Background: an optimization exercise with open tools, aiming at small area, a short achievable clock period and few clock cycles per item. Do not read the settings as production practice. The RTL was checked by simulation tests, not by an equivalence proof against the original design. No activity file was given, so power comes from the tool's default toggle rates.

## config.mk

```make
export PLATFORM = sky130hd
export DESIGN_NAME = MPU
export DESIGN_NICKNAME = MPU
export VERILOG_FILES = /design/flow/design.v
export SDC_FILE = /design/flow/constraint.sdc
export NUM_CORES = 4
export LEC_CHECK = 0
export CAP_MARGIN = 20
export CORE_AREA = 10 10 290 290
export DIE_AREA = 0 0 300 300
export PLACE_DENSITY = 0.6
export SLEW_MARGIN = 20
```

## constraint.sdc

```tcl
create_clock -name core_clock -period 4.0 [get_ports {clk}]
set_input_delay 0.8000 -clock core_clock [delete_from_list [all_inputs] [get_ports {clk}]]
set_output_delay 0.8000 -clock core_clock [all_outputs]
set_load 0.01 [all_outputs]
```

## design.v

```verilog
`timescale 1ns / 10ps
module MPU #(
	parameter VPropWidth     = 32,   
	parameter VPropStart     = 64,   
	parameter EIndexWidth    = 32,   
	parameter EDegreeWidth   = 30,   
	parameter AddrWidth      = 33,   
	parameter DataWidth      = 256,  
	parameter MsgWidth       = 64,   
	parameter MGUUpdateWidth = 94  
)(
	input                      clk,           
	input                      resetn,        
	input       [(MsgWidth-1):0] FIFO_data_msg,        
	output reg                 FIFO_read_msg,  
	input                      FIFO_empty_msg,   
	input                      FIFO_read_valid_msg,
	output reg [(AddrWidth-1):0] read_addr,     
	input	   [(DataWidth-1):0] read_data,     
	output               [7:0] rburst,
	output reg [(AddrWidth-1):0] write_addr,    
	output reg [(DataWidth-1):0] write_data,    
	output               [7:0] wburst,
	output reg                 start_rd,      
	output reg                 start_wr,      
	input                      end_rd,        
	input                      end_wr,        
	input                      axi_in_use_vmu,
	output reg                 axi_in_use_mpu,
	input                      MPU_VMU_FIFO_Full,
	output reg                 MPU_VMU_FIFO_Write,
	output reg [(AddrWidth-1):0] MPU_VMU_FIFO_WriteData
);
reg      [(MsgWidth-1):0] msg_reg;          
reg    [(VPropWidth-1):0] old_temp_prop;    
reg    [(VPropWidth-1):0] old_prop;         
reg    [(VPropWidth-1):0] new_value;        
wire   [(VPropWidth-1):0] temp_result;      
wire   [(VPropWidth-1):0] result;           
wire                    update;           
wire                    send;             
reg     [(DataWidth-1):0] store_read_data;  
reg   [(EIndexWidth-1):0] edge_index;       
reg  [(EDegreeWidth-1):0] edge_degree;      
reg                     start_send;       
wire [((DataWidth/2)-1):0] vertex[1:0];
reg                     which_vertex;
reg     [(AddrWidth-1):0] previous_addr;
assign vertex[0] = store_read_data[127:0];
assign vertex[1] = store_read_data[255:128];
assign rburst = 8'd0;
assign wburst = 8'd0;
reg [3:0] state;
localparam [3:0]
	IDLE         = 4'd0,
	WAIT         = 4'd1,
	READ         = 4'd2,
	READ_WAIT    = 4'd3,
	STORE_READ   = 4'd4,
	REDUCE       = 4'd5,
	CHECK_UPDATE = 4'd6,
	FIFO_WAIT    = 4'd7,
	WRITE_WAIT   = 4'd8;
always @(posedge clk)
begin
if(~resetn)
begin
	read_addr     <= {AddrWidth{1'b0}};
	write_addr    <= {AddrWidth{1'b0}};
	write_data    <= {DataWidth{1'b0}};
	start_rd      <= 1'b0;
	previous_addr <= {AddrWidth{1'b1}};
	axi_in_use_mpu <= 1'b0;
	start_wr      <= 1'b0;
	MPU_VMU_FIFO_Write <= 1'b0;
	FIFO_read_msg <= 1'b0;
	start_send    <= 1'b0;
	state         <= IDLE;
end
else
begin
	case(state)
	IDLE:          
	begin
	    axi_in_use_mpu <= 1'b0;
		if(~FIFO_empty_msg && ~MPU_VMU_FIFO_Full)  
		begin
		    FIFO_read_msg   <= 1'b1;
		    state           <= WAIT;
		end
	end
	WAIT:          
	begin
	   FIFO_read_msg        <= 1'b0;
	   if (FIFO_read_valid_msg) begin
	   msg_reg              <= FIFO_data_msg;
	   read_addr       <= {1'b0, 12'h44a, FIFO_data_msg[50:36], 5'b00000};  
	   which_vertex    <= FIFO_data_msg[35];
	   state                <= READ;
	   end
	end
	READ:          
	begin
	   if (~axi_in_use_vmu) begin
	       axi_in_use_mpu <= 1'b1;
	   if (previous_addr==read_addr) begin
	       store_read_data <= write_data;
	       state <= REDUCE;
	       end
	   else begin
		   start_rd     <= 1'b1;  
		   state        <= READ_WAIT;
	   end
	   end
	end
	READ_WAIT:     
	begin
	    start_rd        <= 1'b0;
	    if (end_rd) begin
	       state <= STORE_READ;
	    end
	end
	STORE_READ:
	begin
	   store_read_data <= read_data;
	   state <= REDUCE;
	end
	REDUCE:        
	begin
	    previous_addr       <= read_addr;
		new_value           <= {1'b0, msg_reg[30:0]};  
		case(which_vertex)
		1'b0:
		begin
            old_temp_prop   <= {vertex[0][103:96], vertex[0][111:104], vertex[0][119:112], vertex[0][127:120]};  
            old_prop        <= {vertex[0][71:64], vertex[0][79:72], vertex[0][87:80], vertex[0][95:88]};  
            edge_index      <= {vertex[0][39:32], vertex[0][47:40], vertex[0][55:48], vertex[0][63:56]};
            edge_degree     <= {vertex[0][7:2], vertex[0][15:8], vertex[0][23:16], vertex[0][31:24]};
		end
		1'b1:
		begin
            old_temp_prop   <= {vertex[1][103:96], vertex[1][111:104], vertex[1][119:112], vertex[1][127:120]};  
            old_prop        <= {vertex[1][71:64], vertex[1][79:72], vertex[1][87:80], vertex[1][95:88]};  
            edge_index      <= {vertex[1][39:32], vertex[1][47:40], vertex[1][55:48], vertex[1][63:56]};
            edge_degree     <= {vertex[1][7:2], vertex[1][15:8], vertex[1][23:16], vertex[1][31:24]};
		end
		endcase
		state               <= CHECK_UPDATE;
	end
	CHECK_UPDATE:  
	begin
	    if (update) state   <= WRITE_WAIT;
	    else if (send) state  <= FIFO_WAIT;
		else state <= IDLE;
	    if (send) begin
		   MPU_VMU_FIFO_Write <= 1'b1;
	       MPU_VMU_FIFO_WriteData <= FIFO_data_msg[63:31];
		end
		else begin
		   MPU_VMU_FIFO_Write <= 1'b0;
	       MPU_VMU_FIFO_WriteData <= 33'd0;
		end
		write_addr      <= read_addr;  
		if (update) 
		begin
		    start_wr        <= 1'b1;
		    case(which_vertex)
		    1'b0:
		    begin
			write_data      <= {store_read_data[255:128], temp_result[7:0], temp_result[15:8], temp_result[23:16], temp_result[31:24], 
			                     result[7:0], result[15:8], result[23:16], result[31:24], store_read_data[(VPropStart-1):0]};  
			end
			1'b1:
			begin
			write_data      <= {temp_result[7:0], temp_result[15:8], temp_result[23:16], temp_result[31:24], 
			                     result[7:0], result[15:8], result[23:16], result[31:24], store_read_data[(VPropStart-1+128):0]};
			end
			endcase
		end
		else begin
		    start_wr <= 1'b0;
		    write_data <= store_read_data;
		end
	end
	FIFO_WAIT:
	begin
		MPU_VMU_FIFO_Write  <= 1'b0;
		state <= IDLE;
	end
	WRITE_WAIT:    
	begin
		start_wr            <= 1'b0;
		MPU_VMU_FIFO_Write  <= 1'b0;
		if (end_wr) begin
		    axi_in_use_mpu  <= 1'b0;
			state           <= IDLE;
		end
	end
	default: state          <= IDLE;
	endcase
end
end
ReductionEngine #(
    .VPropWidth  (VPropWidth  ), 
    .EDegreeWidth(EDegreeWidth)
    ) 
inst_ReductionEngine(
	.old_temp_p (old_temp_prop), 
	.old_p      (old_prop     ), 
	.edge_degree(edge_degree  ), 
	.new_v      (new_value    ), 
	.result     (result       ), 
	.temp_result(temp_result  ), 
	.update     (update       ),
	.send       (send         )
);
endmodule
module ReductionEngine #(
	parameter VPropWidth   = 32,
	parameter EDegreeWidth = 30
)(
	input      [VPropWidth-1:0] old_temp_p,   
	input      [VPropWidth-1:0] old_p,        
	input    [EDegreeWidth-1:0] edge_degree,  
	input      [VPropWidth-1:0] new_v,        
	output reg [VPropWidth-1:0] result,       
	output reg [VPropWidth-1:0] temp_result,  
	output reg                  update,       
	output reg                  send
);
wire BFS_Check_Send, BFS_Check_Update;
assign BFS_Check_Send = ((new_v < old_temp_p) && (edge_degree > 0));
assign BFS_Check_Update = (new_v < old_temp_p);
always @(*)
begin
	result      = BFS_Check_Update ? new_v : old_p;
	temp_result = BFS_Check_Update ? new_v : old_temp_p;
	update      = BFS_Check_Update ? 1'b1 : 1'b0;
	send        = BFS_Check_Send   ? 1'b1 : 1'b0;
end
endmodule
```

## run.sh

```bash
#!/bin/bash
# synth_recipe.tcl (not shown) runs the flow's synth.tcl, then flattens the netlist and writes it again
# the make line also repeats each setting of config.mk as NAME=value (left out here)
make -C /OpenROAD-flow-scripts/flow DESIGN_CONFIG=/design/flow/config.mk WORK_HOME=/design/flow/orfs CLKGATE_MAP_FILE= SYNTH_SCRIPT=/design/flow/synth_recipe.tcl finish
```

==> impl_metrics.ini <==
[worst_setup_path]
worst-endpoint-arrival_ns = 3.66
worst_setup_path_start_kind = register
critPathMaxStageDelay_ns = 0.77
critical_path_peak_fanout = 33
critPathSlowestCell = nor4_1
reg2reg_slack_ns = 0.80
timing_worst_setup_path_type = reg2reg
worst-r2r-cell-count = 8
capturing_point_of_the_worst_reg2reg_path = write_data[225]
path_cells = ha_1, a21o_1, a21o_1, a222oi_1, nand3_2, buf_4, nor4_1, a211oi_1
crit_path_end_kind = register
required_time_worst_endpoint_ns = 4.46
rr_startpoint = new_value[29]
critical_path.top_delay_family = compound AO/OA/AOI/OAI gates
cp_num_buf_inv = 1
crit_path_frequent_cell = a21o_1

[run]
max_cap_viol = 0

[placement]
dpl.hpwl_um = 72900
place_congestion = 0.845
post-place-ws_ns = 0.680
place.port_buffers = 659

[sta]
holdWs_ns = 0.417
timing.clock.skew_ns = 0.0246
grt_setup_unrepaired = false
hold_viol = 0
worst_pin_slew_ns = 1.01
relSlewSlack = 0.324
time_the_final_worst_path_needs_with_i_o_delays_and_setup_ns = 3.20
timing.final.ws_setup_ns = 0.798
setup_violation_total_in_the_final_timing_report = 0
fmax_ghz = 0.312
post-route-period-util = 0.800
slew_viol_final = 0

[final_layout]
post_route_cells_drive_above_1_share = 0.161
multi_input_area_sq_um = 9980
biggestRegsByFlops = store_read_data: 256 flops, write_data: 256 flops, MPU_VMU_FIFO_WriteData: 33 flops
layout.nets = 3438
ff_latch_area_sq_um = 18800
fill_cell_total_of_the_finished_layout = 6870
area_delta_synth_final_pct = 34.4

[drt]
detail_route.drc_violations = 0
routedWlPerCell_um = 24.9
remaining_number_of_nets_flagged_by_the_antenna_check_after_routing = 0
total_via_count_after_detailed_routing = 22069
drt-pass1-iter-count = 8
routed_wl_um = 105000
post_drt_via_cell_ratio = 5.26
drt_iter0_markers = 1688

[clock_network]
cts_root_buffer = clkbuf_16
cts-hold-fix-buffers = 0
htree_levels = 3
insertion_delay_ns = 0.63
clk_sink_count = 728
cts_tree = built
post_cts.repair.setup_buffers = 0
cts.clk_slew.worst_paths_ns = 0.06
cts-buffers-inserted = 81
cts_max_path_buffers = 3
post_cts_resized = 0

[synthesis]
synthesis.area_sq_um = 29600
synth.yosys.seq_area_share = 0.632
yosys_most_used_dff = edfxtp_1
async_flop_share = 0
synth_seq_cells = 728
synthesis.instances = 2489
synthDistinctLibCells = 46
synth-edff-count = 414
synth.avg_cell_area_sq_um = 11.9
synth_warnings = 2

[worst_hold_path]
holdCritPathClass = reg2reg
hold_depth = 0
endpoint_of_the_worst_hold_path = new_value[14]
holdCritStartpoint = msg_reg[14]

[global_routing]
grt-busiest-layer = met2
globalRouteOverflowTotal = 0
grt_start_max_net_pins = 145
grt_first_pass_wirelength_um = 153000
gr-usage-met3 = 0.0622
grtUsageTotal = 0.222
grt_pass1_vias = 22735
met2_usage = 0.378
antenna_violations_before_repair = 16
gr-usage-met1 = 0.268

[floorplanning]
design.core.area_sq_um = 77600
die_span_in_y_um = 300
die_w_um = 300
floorplan.io_pins = 704
floorplan.die_area_sq_um = 90000
floorplan.initialDensity = 0.382
core.rowCount = 102

[power_and_ir_drop]
ir_worst_vdd_mv = 0.299
power.density_cell_area_nw_per_um2 = 413
total_leakage_power_nw = 13.8

[run_status]
run_status = finished clean
-- report_power, final --
| group | switching (W) | leakage, nW | internal (W) | total, W |
|---|---|---|---|---|
| clock | 0.00312 | 1.29 | 0.00430 | 0.00742 |
| sequential | 0.000110 | 6.34 | 0.00796 | 0.00807 |
| combinational | 0.000453 | 6.17 | 0.000516 | 0.000969 |
-- through the flow --
step / TNS [ns] / std cells / power, W / instance area (sq um) / util
after floorplan: -1150.86 / 2532 / 0.00864 / 29900 / -
after global placement: 0 / 4037 / 0.00919 / 37200 / 0.479
after detailed placement: 0 / 4037 / 0.00920 / 37200 / 0.479
after CTS: 0 / 4188 / 0.0166 / 39800 / 0.513
after global routing: 0 / 4195 / 0.0170 / 39800 / 0.513
final: 0 / 4198 / 0.0165 / 39800 / 0.513
-- layout make-up --
cell class / instances / share of cell area
multi-input cells: 1543 / 0.251
clock inverters: 36 / 0.00804
flip-flops and latches: 728 / 0.471
repair buffers: 693 / 0.176
diodes: 10 / 0.000628
inverters: 33 / 0.00324
clock buffers: 115 / 0.0580
well taps: 1040 / 0.0327
-- metal layers --
layer / vias up / part of all wire
met2: 798 / 0.50
met3: 150 / 0.073
met1: 10998 / 0.40
li1: 10109 / -
met4: 14 / 0.027
met5: - / 0.00077
-- placed cells by master, fill, tap and decap left out, types with 3 or more instances in the layout --
cell | synthesis | routed
clkdlybuf4s50_1 | 0 | 658
edfxtp_1 | 414 | 414
nand2_1 | 372 | 372
mux2_2 | 319 | 319
dfxtp_1 | 314 | 299
a21oi_1 | 180 | 180
nor2_1 | 143 | 139
o21ai_0 | 133 | 133
a211oi_1 | 128 | 128
clkbuf_16 | 0 | 84
nor4_1 | 73 | 72
conb_1 | 1 | 44
and2_1 | 34 | 34
inv_1 | 33 | 32
ha_1 | 30 | 30
clkbuf_1 | 137 | 22
buf_4 | 50 | 22
nand3_1 | 19 | 18
xnor2_1 | 15 | 15
clkinv_2 | 0 | 15
buf_12 | 0 | 13
diode_2 | 0 | 10
clkinv_1 | 0 | 10
clkbuf_8 | 0 | 9
dfxtp_2 | 0 | 8
dfxtp_4 | 0 | 7
nand4_1 | 6 | 6
o211ai_1 | 5 | 5
nand2b_1 | 5 | 4
bufinv_16 | 0 | 4
nor3_2 | 0 | 3
a21o_1 | 3 | 3
or3_1 | 5 | 3
clkinvlp_4 | 0 | 3
-- cell usage after synthesis (2+ instances only) --
| cell | count | area (sq um) |
|---|---|---|
| nor2_1 | 143 | 537 |
| nor3_1 | 4 | 20.0 |
| nand3_1 | 19 | 95.1 |
| a21o_1 | 3 | 22.5 |
| ha_1 | 30 | 375 |
| edfxtp_1 | 414 | 12400 |
| nor4_1 | 73 | 457 |
| xnor2_1 | 15 | 131 |
| buf_2 | 36 | 180 |
| a211oi_1 | 128 | 961 |
| a32oi_1 | 2 | 17.5 |
| dfxtp_1 | 314 | 6290 |
| nand2b_1 | 5 | 31.3 |
| nor3b_1 | 2 | 15.0 |
| or3_1 | 5 | 31.3 |
| and2_1 | 34 | 213 |
| mux2_2 | 319 | 3590 |
| nand4_1 | 6 | 37.5 |
| buf_4 | 50 | 375 |
| nand2_1 | 372 | 1400 |
| o21bai_1 | 2 | 15.0 |
| a21oi_1 | 180 | 901 |
| o211ai_1 | 5 | 37.5 |
| a31oi_1 | 2 | 12.5 |
| o21ai_0 | 133 | 666 |
| inv_1 | 33 | 124 |
| buf_1 | 5 | 18.8 |
| clkbuf_1 | 137 | 514 |
-- logic make-up after synthesis --
| family | after synthesis | synth area share |
|---|---|---|
| multiplexers | 319 | 0.121 |
| adder cells (fa/ha/maj) | 30 | 0.0127 |
| XOR/XNOR | 16 | 0.00473 |
| flip-flops | 728 | 0.632 |
| AO/OA/AOI/OAI | 463 | 0.0912 |
| buffers and inverters | 261 | 0.0409 |
| AND/OR/NAND/NOR | 671 | 0.0976 |
| other | 1 | 0.000127 |
-- worst max-delay path by stage --
stage / startpoint / endpoint / slack, ns / depth (start not counted)
2_1_floorplan: read_addr[21] / store_read_data[0] / -4.50 / 6
3_3_place_gp: new_value[29] / write_data[193] / 0.74 / 8
3_5_place_dp: new_value[29] / write_data[225] / 0.68 / 8
4_1_cts: new_value[29] / write_data[225] / 0.65 / 8
5_1_grt: new_value[29] / write_data[224] / 0.52 / 8
6_report: new_value[29] / write_data[225] / 0.80 / 8
Testbench counts, summed over its fixed seeds: cycles 25,538, messages 2,048.

-- what the ideal ports hide --
No port has a modelled driver above. Below, the same layout with a new extraction and two added sets of constraints. Step 1 assumes that a clkbuf_16 drives the clock port and a buf_2 every other input. Step 2, shift: input delay + t, output delay - t, t = (earliest + latest rising clock arrival at the registers) / 2. This alone moves slack from input paths to output paths. Three values: ideal, step 1, step 2; two values: the first two.
t (ns): 0.680
setup slack, ns: 0.798 / 0.798 / 0.798
pins driven straight from the clock port: 1
After both steps setup and hold are still met in this run. For this run, drivers alone change the setup slack by 0.000 ns; drivers and shift together by 0.000 ns.
